Source: an optimization exercise on an open RTL-to-GDS flow (aim: small area). Production flows keep margins and buffers that such runs may drop. The RTL was checked by simulation tests, not by an equivalence proof against the original design. Power and IR drop assume default switching activity.

Setup of pepper:
## apollo_top
module apollo_top(
	input clk,
	input rst_n,
	input rs232_rx,
	output rs232_tx,
	input [7:0] in_ad_data,
	output out_ad_clk,
	output Sftclk,
	output Lchclk,
	output SDout,
	output test1,
	output test2
);
reg [3:0] rxs;
always @(posedge clk or negedge rst_n)
	if (!rst_n) rxs <= 4'd0;
	else rxs <= {rxs[2:0], rs232_rx};
wire rx_neg = rxs[3] & rxs[2] & ~rxs[1] & ~rxs[0];
reg rx_busy, rx_int;
reg [8:0] rx_cnt;
reg [3:0] rx_num;
reg [7:0] rx_data;
wire rx_cnt_end = (rx_cnt == 9'd364);
always @(posedge clk)
	if (rx_busy && !rx_cnt_end) rx_cnt <= {rx_cnt[7:0], ~(rx_cnt[8] ^ rx_cnt[4])};
	else rx_cnt <= 9'd0;
wire rx_bps = (rx_cnt == 9'd155);	 
wire rx_num9 = rx_num[3] & rx_num[0];
always @(posedge clk or negedge rst_n)
	if (!rst_n) rx_busy <= 1'b0;
	else if (!rx_busy && rx_neg) rx_busy <= 1'b1;
	else if (rx_num9 && rx_bps) rx_busy <= 1'b0;
always @(posedge clk or negedge rst_n)
	if (!rst_n) begin
		rx_num <= 4'd0;
		rx_int <= 1'b0;
	end else if (rx_busy && rx_bps) begin
		if (!rx_num9) begin rx_num <= rx_num + 4'd1; rx_int <= 1'b0; end
		else begin rx_num <= 4'd0; rx_int <= 1'b1; end
	end else rx_int <= 1'b0;
always @(posedge clk)
	if (rx_busy && rx_bps && rx_num != 4'd0 && !rx_num9)
  ...
Settings: LEC_CHECK=0, CAP_MARGIN=20, CORE_MARGIN=2, CORE_UTILIZATION=65, CTS_CLUSTER_DIAMETER=80, CTS_CLUSTER_SIZE=30, PLACE_DENSITY=0.8, SLEW_MARGIN=20; clock period 20.0 ns.
run.sh (not shown) runs the stock make flow with config.mk's settings and CLKGATE_MAP_FILE= SYNTH_SCRIPT=/design/flow/synth_recipe.tcl, a recipe that flattens the netlist after the stock synthesis.
#### Input delta (nickel over pepper)
-- flow/design.v --
<<< pepper, line 312
end endgenerate
reg [6:0] phc;
reg bW, mflag;
wire aligned = (phc == 7'd0);
wire bpush = aligned & (bW | (ce & ben));
always @(posedge clk or negedge rrst_n)
	if (!rrst_n) bre <= 44'd0;
	else bre <= {bro[42:0], bpush ? bin : bro[43]};
always @(posedge clk)
	bro <= bre;
always @(posedge clk or negedge rrst_n)
	if (!rrst_n) begin phc <= 7'd0; bW <= 1'b0; end
	else begin
		if (bpush || (phc[6] & phc[4] & phc[2] & phc[1] & phc[0])) phc <= 7'd0;
		else phc <= phc + 7'd1;
		if (bpush) bW <= 1'b0;
		else if (ce && ben) bW <= 1'b1;
>>> nickel, line 312
end endgenerate
reg [6:0] phc;
reg bW, mflag, bclr;
wire aligned = (phc == 7'd0);
wire bpush = aligned & (bW | (ce & ben));
wire phc_end = phc[6] & phc[4] & phc[2] & phc[1] & phc[0];	 
always @(posedge clk)
	bre <= {bro[42:0], bpush ? bin : (bro[43] & ~bclr)};
always @(posedge clk)
	bro <= bre;
always @(posedge clk or negedge rrst_n)
	if (!rrst_n) begin phc <= 7'd0; bW <= 1'b0; bclr <= 1'b1; end
	else begin
		if (bpush || phc_end) phc <= 7'd0;
		else phc <= phc + 7'd1;
		if (phc_end) bclr <= 1'b0;
		if (bpush) bW <= 1'b0;
		else if (ce && ben) bW <= 1'b1;
<<< pepper, line 330
always @(posedge clk)
	if (aligned)
		mflag <= bbuf[87] & bbuf[86] & ~bbuf[85] & ~bbuf[84] & ~bbuf[3] & ~bbuf[2] & bbuf[1] & bbuf[0];
reg dpend_f;	 
always @(posedge clk or negedge rrst_n)
>>> nickel, line 331
always @(posedge clk)
	if (aligned)
		mflag <= ~bclr & bbuf[87] & bbuf[86] & ~bbuf[85] & ~bbuf[84] & ~bbuf[3] & ~bbuf[2] & bbuf[1] & bbuf[0];
reg dpend_f;	 
always @(posedge clk or negedge rrst_n)
## What came out
Sort pepper and nickel by routability congestion estimate from global placement asc -> top: nickel
On utilization after layout, pepper and nickel are neck and neck.
Of nickel and pepper, it is nickel that has the higher wire length on met3.
Taking pepper as the reference, in nickel total power shows an increase of 0.044 mW, area growth from synthesis to layout shows an increase of 0.33 points, largest net degree at the start of global routing shows an increase of 11.

* * *

apollo_top, a different RTL version from the one above (not shown whole).
Size in the first run: about 2200 cells after synthesis, roughly 29000 sq um of cells after synthesis.
==> flow/config.mk <==
export PLATFORM = sky130hd
export DESIGN_NAME = apollo_top
export DESIGN_NICKNAME = apollo_top
export VERILOG_FILES = /design/flow/design.v
export SDC_FILE = /design/flow/constraint.sdc
export NUM_CORES = 4
export LEC_CHECK = 0
export CAP_MARGIN = 20
export CORE_MARGIN = 2
export CORE_UTILIZATION = 65
export CTS_CLUSTER_DIAMETER = 80
export CTS_CLUSTER_SIZE = 30
export PLACE_DENSITY = 0.8
export SLEW_MARGIN = 20
==> flow/constraint.sdc <==
create_clock -name core_clock -period 20.0 [get_ports {clk}]
set_input_delay 4.0000 -clock core_clock [delete_from_list [all_inputs] [get_ports {clk}]]
set_output_delay 4.0000 -clock core_clock [all_outputs]
set_load 0.01 [all_outputs]
standard.sh (not shown) runs the stock make flow with config.mk's settings and CLKGATE_MAP_FILE= SYNTH_SCRIPT=/design/flow/synth_recipe.tcl, a recipe that flattens the netlist after the stock synthesis.
==> flow/flow/run.sh <==
#!/bin/bash
set -e
export BUFFER_PORTS_ARGS="-buffer_cell sky130_fd_sc_hd__buf_1"
export CTS_ARGS="-sink_clustering_enable -repair_clock_nets -sink_clustering_size 30 -sink_clustering_max_diameter 80 -dont_use_dummy_load -root_buf sky130_fd_sc_hd__clkbuf_4 -tree_buf sky130_fd_sc_hd__clkbuf_4 -sink_clustering_buffer sky130_fd_sc_hd__clkbuf_16"
bash standard.sh > standard.log 2>&1
Then changed:
--- a/flow/design.v
+++ b/flow/design.v
@@ -295,43 +295,50 @@
 genvar gi;
 generate for (gi = 0; gi < 44; gi = gi + 1) begin : g_bb
 	assign bbuf[2*gi] = bre[gi];
 	assign bbuf[2*gi+1] = bro[gi];
 end endgenerate
 reg [6:0] phc;
 reg bW, mflag, bclr;
 wire aligned = (phc == 7'd0);
 wire bpush = aligned & (bW | (ce & ben));
-wire phc_end = phc[6] & phc[4] & phc[2] & phc[1] & phc[0];	 
+wire phc_end = (phc == 7'd16);	 
 always @(posedge clk)
 	bre <= {bro[42:0], bpush ? bin : (bro[43] & ~bclr)};
 always @(posedge clk)
 	bro <= bre;
 always @(posedge clk or negedge rrst_n)
 	if (!rrst_n) begin phc <= 7'd0; bW <= 1'b0; bclr <= 1'b1; end
 	else begin
 		if (bpush || phc_end) phc <= 7'd0;
-		else phc <= phc + 7'd1;
+		else phc <= {phc[5:0], ~(phc[6] ^ phc[5])};
 		if (phc_end) bclr <= 1'b0;
 		if (bpush) bW <= 1'b0;
 		else if (ce && ben) bW <= 1'b1;
 	end
 always @(posedge clk)
 	if (aligned)
 		mflag <= ~bclr & bbuf[87] & bbuf[86] & ~bbuf[85] & ~bbuf[84] & ~bbuf[3] & ~bbuf[2] & bbuf[1] & bbuf[0];
 reg dpend_f;	 
 always @(posedge clk or negedge rrst_n)
 	if (!rrst_n) dpend_f <= 1'b0;
 	else if (ce) begin
 		if (ben && mflag) dpend_f <= 1'b1;
 		else if (g11) dpend_f <= 1'b0;
 	end
 wire fden = dpend_f & g11;
+function [7:0] man;
+	input [15:0] d;
+	integer k;
+	begin
+		for (k = 0; k < 8; k = k + 1) man[k] = d[2*k+1] & ~d[2*k];
+	end
+endfunction
 reg ts, ts_r;
 reg [12:0] ocnt;
 reg [3:0] fcnt;
 wire tsp = ts & ~ts_r;
 wire oc6000 = (ocnt == 13'd1111);
 wire oc50 = (ocnt == 13'd315);
 wire [12:0] ocnt_nx = {ocnt[11:0], ~(ocnt[12] ^ ocnt[3] ^ ocnt[2] ^ ocnt[0])};
 always @(posedge clk or negedge rrst_n)
 	if (!rrst_n) begin ts <= 1'b0; ts_r <= 1'b0; end
@@ -350,61 +357,59 @@
 	end
 always @(posedge clk or negedge rrst_n)
 	if (!rrst_n) fcnt <= 4'd8;
 	else if (ce) begin
 		if (tsp) fcnt <= 4'd0;
 		else if (ts) begin
 			if (oc6000) fcnt <= fcnt + 4'd1;
 		end else fcnt <= 4'd0;
 	end
+reg [7:0] f_uh, f_ul, f_zid, f_cnt, f_typ;
 reg [14:0] racc;	 
 reg spend, sact;
 wire sstart = spend & ~rW & (rd == 6'd0);
 always @(posedge clk or negedge rrst_n)
 	if (!rrst_n) begin spend <= 1'b0; sact <= 1'b0; end
 	else begin
 		if (ce && tsp) spend <= 1'b1;
 		else if (sstart) spend <= 1'b0;
 		if (sstart) sact <= 1'b1;
 		else if (rd == 6'd1) sact <= 1'b0;
 	end
 always @(posedge clk)
 	if (sstart) racc <= {7'd0, rring[511:504]};
 	else if (sact) racc <= racc + {7'd0, rring[511:504]};
 wire [7:0] f_rssi = racc[14:7];
-reg [39:0] fc;
-reg floadW, floading, fshp, fshact;
+reg floadW;
 wire fload = floadW & aligned & ~bW;
-wire ftap = bbuf[86] & ~bbuf[85];
-wire fc_sh = (floading & ~phc[0] & (phc != 7'd0)) | fshact;
-always @(posedge clk)
-	if (fc_sh) fc <= {fc[38:0], ftap};
 always @(posedge clk or negedge rrst_n)
-	if (!rrst_n) begin floadW <= 1'b0; floading <= 1'b0; fshp <= 1'b0; fshact <= 1'b0; end
-	else begin
-		if (fload) floadW <= 1'b0;
-		else if (ce && tsp) floadW <= 1'b1;
-		if (fload) floading <= 1'b1;
-		else if (phc == 7'd80) floading <= 1'b0;
-		if (ce && ts && ocnt == 13'd6453 && (fcnt == 4'd1 || fcnt == 4'd2 || fcnt == 4'd3))
-			fshp <= 1'b1;	 
-		else if (fshp && phc == 7'd7) fshp <= 1'b0;
-		if (fshp && phc == 7'd7) fshact <= 1'b1;	 
-		else if (phc == 7'd15) fshact <= 1'b0;
+	if (!rrst_n) floadW <= 1'b0;
+	else if (fload) floadW <= 1'b0;
+	else if (ce && tsp) floadW <= 1'b1;
+always @(posedge clk)
+	if (fload) begin
+		f_uh <= man(bbuf[84:69]);
+		f_ul <= man(bbuf[68:53]);
+		f_zid <= man(bbuf[52:37]);
+		f_typ <= man(bbuf[36:21]);
+		f_cnt <= man(bbuf[20:5]);
 	end
 reg [7:0] fb;
 always @(*)
 	case (fcnt[2:0])
 		3'd0: fb = 8'hCA;
-		3'd4: fb = fc[31:24];
+		3'd1: fb = f_uh;
+		3'd2: fb = f_ul;
+		3'd3: fb = f_zid;
+		3'd4: fb = f_cnt;
+		3'd5: fb = f_typ;
 		3'd6: fb = f_rssi;
-		3'd7: fb = 8'hFE;
-		default: fb = fc[39:32];
+		default: fb = 8'hFE;
 	endcase
 assign recv_in = fcnt[3] ? 8'd0 : fb;
 assign recv_write = ts & (ocnt == 13'd631);	 
 localparam B_IDLE = 3'd0, B_SHIFT = 3'd1, B_WJ = 3'd2, B_JUDGE = 3'd3, B_ADD = 3'd4;
 reg [2:0] bst;
 reg [3:0] shift_time;
 reg [7:0] rb;
 reg [1:0] b2;
 reg [3:0] b1, b0;
Effect: The new run went through all stages and came out clean; critical path depth stays the same; design area increases by about 0.3%; routed wire length climbs by about 0.5%; setup slack is worse by 0.10 ns; non-clock buffer count rose by 2; worst hold slack is worse by 0.017 ns; flip-flop and latch count decreases by 3; via count goes down by 0.44%; utilization barely changes; count of clock-buffer cells in the layout fell by 1; fmax is lower by 1.4%; die area is higher by about 0.34%; power falls by 0.50%; global-route usage came out higher by 0.12 points.

[separate check: timing with driven ports]
In the flow no input, the clock included, has a driving cell. The finished layouts below were timed again as built, in two steps. Step 1: set_driving_cell puts a clkbuf_16 on clk and a buf_2 on each other input, an assumption about the parent block. Step 2 also shifts input and output timing later by t, the mid clock arrival at the registers, as if the neighbouring blocks saw the same clock. Slacks: no drivers / after step 1 / after step 2; pairs: no drivers / after step 1.
run	shift t [ns]	slack for setup (ns)	worst hold slack (ns)	slew at the worst register clock pin (ns)
pepper	0.645	12.621 / 12.564 / 13.209	0.324 / 0.324 / 0.324	0.11 / 0.11
nickel	0.656	12.386 / 12.329 / 12.985	0.330 / 0.330 / 0.330	0.11 / 0.11
the first run of note 2	0.905	12.618 / 12.569 / 13.474	0.270 / 0.270 / 0.270	0.11 / 0.11
the second run of note 2	0.907	12.515 / 12.457 / 13.364	0.252 / 0.252 / 0.252	0.11 / 0.11
After both steps setup and hold are still met in every run listed.
